This design comes from an exercise in tuning for small area on the open sky130 flow, not from production work. Only simulation tests tie the RTL to the original design; equivalence was not proved.

== run 1 ==
## nano_trigger
module nano_trigger (
    input clk,
    input rst,
    input signed [7:0] energy,
    input signed [7:0] isol,
    input signed [7:0] w1_1,
    input signed [7:0] w1_2,
    input signed [7:0] b1,
    input signed [7:0] w2_1,
    input signed [7:0] w2_2,
    input signed [7:0] b2,
    input signed [7:0] w3_1,
    input signed [7:0] w3_2,
    input signed [7:0] b3,
    input signed [7:0] l2_w1,
    input signed [7:0] l2_w2,
    input signed [7:0] l2_w3,
    input signed [7:0] l2_b,
    output trigger
);
Size in the first run: about 1200 cells after synthesis, about 81 flip-flops, roughly 120 I/O pins, roughly 15000 µm² of cells after synthesis.
==> flow/config.mk <==
export PLATFORM = sky130hd
export DESIGN_NAME = nano_trigger
export DESIGN_NICKNAME = nano_trigger
export VERILOG_FILES = /design/flow/design.v
export SDC_FILE = /design/flow/constraint.sdc
export NUM_CORES = 4
export LEC_CHECK = 0
export CAP_MARGIN = 10
export CORE_MARGIN = 2
export CORE_UTILIZATION = 50
export CTS_BUF_LIST = sky130_fd_sc_hd__clkbuf_8
export SLEW_MARGIN = 10
export SYNTH_HIERARCHICAL = 1
==> flow/constraint.sdc <==
create_clock -name core_clock -period 18.0 [get_ports {clk}]
set_input_delay 3.6000 -clock core_clock [delete_from_list [all_inputs] [get_ports {clk}]]
set_output_delay 3.6000 -clock core_clock [all_outputs]
set_load 0.01 [all_outputs]
standard.sh (not shown) runs the stock make flow with config.mk's settings and CLKGATE_MAP_FILE= SYNTH_SCRIPT=/design/flow/synth_recipe.tcl, a recipe that flattens the netlist after the stock synthesis.
==> flow/flow/run.sh <==
#!/bin/bash
# The standard layout (standard.sh) with two changes: the input and
# output port buffers use the smallest buffer cell, and clock tree synthesis
# adds no dummy loads.  The full make output goes to standard_flow.log here.
set -euo pipefail
bash standard.sh \
  "BUFFER_PORTS_ARGS=-buffer_cell sky130_fd_sc_hd__buf_1" \
  "CTS_ARGS=-sink_clustering_enable -repair_clock_nets -buf_list sky130_fd_sc_hd__clkbuf_8 -dont_use_dummy_load" \
  finish > standard_flow.log 2>&1
[inputs] run 2 vs run 1
- swapping 50 for 60 in CORE_UTILIZATION
- putting CTS_CLUSTER_DIAMETER at 200 where nothing was set
- swapping 10 for 5 in SLEW_MARGIN
- putting CTS_CLUSTER_SIZE at 30 where nothing was set
- swapping 10 for 5 in CAP_MARGIN
==> flow/flow/run.sh <==
#!/bin/bash
# The standard layout (standard.sh) with three changes: the input and
# output port buffers use the smallest buffer cell, clock tree synthesis adds
# no dummy loads, and it clusters up to 30 flip-flops per leaf buffer.  The
# full make output goes to standard_flow.log here.
set -euo pipefail
bash standard.sh \
  "BUFFER_PORTS_ARGS=-buffer_cell sky130_fd_sc_hd__buf_1" \
  "CTS_ARGS=-sink_clustering_enable -repair_clock_nets -buf_list sky130_fd_sc_hd__clkbuf_8 -sink_clustering_size 30 -sink_clustering_max_diameter 200 -dont_use_dummy_load" \
  finish > standard_flow.log 2>&1
- In terms of number of global-route vias before repair, run 2 and run 1 differ only marginally.
- Compared run 2 against run 1; count of nets after finishing within noise.
- On final cycle utilization of the critical path, run 1 and run 2 are basically level.
- Taking run 1 as the reference, in run 2 share of synthesized flip-flops with an asynchronous set or reset now sits at about the same level, worst setup slack went up by 0.0034 ns.
Relative to run 2, the following input files were edited for run 3:
- removing CTS_CLUSTER_SIZE (formerly 30)
- changing CAP_MARGIN from 5 to 10
- changing SLEW_MARGIN from 5 to 10
- removing CTS_CLUSTER_DIAMETER (formerly 200)
==> flow/flow/run.sh <==
#!/bin/bash
# The standard layout (standard.sh) with two changes: the input and
# output port buffers use the smallest buffer cell, and clock tree synthesis
# adds no dummy loads.  The full make output goes to standard_flow.log here.
set -euo pipefail
bash standard.sh \
  "BUFFER_PORTS_ARGS=-buffer_cell sky130_fd_sc_hd__buf_1" \
  "CTS_ARGS=-sink_clustering_enable -repair_clock_nets -buf_list sky130_fd_sc_hd__clkbuf_8 -dont_use_dummy_load" \
  finish > standard_flow.log 2>&1
[summary]
Number of placed instances with taps included came out exactly the same in run 2 and run 3. From run 2 to run 3, fraction of cell area in non-clock buffers did not move at all. There was hardly any difference in post-synthesis net count between run 3 and run 2. Met3 routed wirelength: run 3 vs run 2 identical. Relative slew slack delta (run 3 -> run 2): insignificant. | xor/xnor share of the synthesized area | run 3 vs run 2 | ≈ equal |. Run 3 vs. run 2: sequential cell count neither gained nor lost much, number of max-slew violations in the final report neither gained nor lost much, multi-input combinational area share neither gained nor lost much.

[static timing again, ports no longer ideal]
The results above use ideal ports. As a check the final layouts listed here were re-extracted and re-timed, cells and wires unchanged. Step 1 (the two cells are an assumption about what drives the block):
set clk [get_ports {clk}]
set_driving_cell -lib_cell sky130_fd_sc_hd__clkbuf_16 $clk
set_driving_cell -lib_cell sky130_fd_sc_hd__buf_2 [delete_from_list [all_inputs] $clk]
Step 2 moves the port delays by t, midway between the first and last clock arrival at a register: inputs arrive t later, outputs are due t later. That takes back most of the time a late clock gives input paths. Three values: no drivers, after step 1, after step 2; two values: the first two.
| run | shift t [ns] | setup slack, ns | hold WS [ns] |
|---|---|---|---|
| run 1 | 0.393 | 4.558 / 4.524 / 4.524 | 0.335 / 0.335 / 0.335 |
| run 2 | 0.387 | 4.562 / 4.521 / 4.521 | 0.321 / 0.321 / 0.321 |
| run 3 | 0.387 | 4.562 / 4.521 / 4.521 | 0.321 / 0.321 / 0.321 |
After both steps every run listed still meets setup and hold.
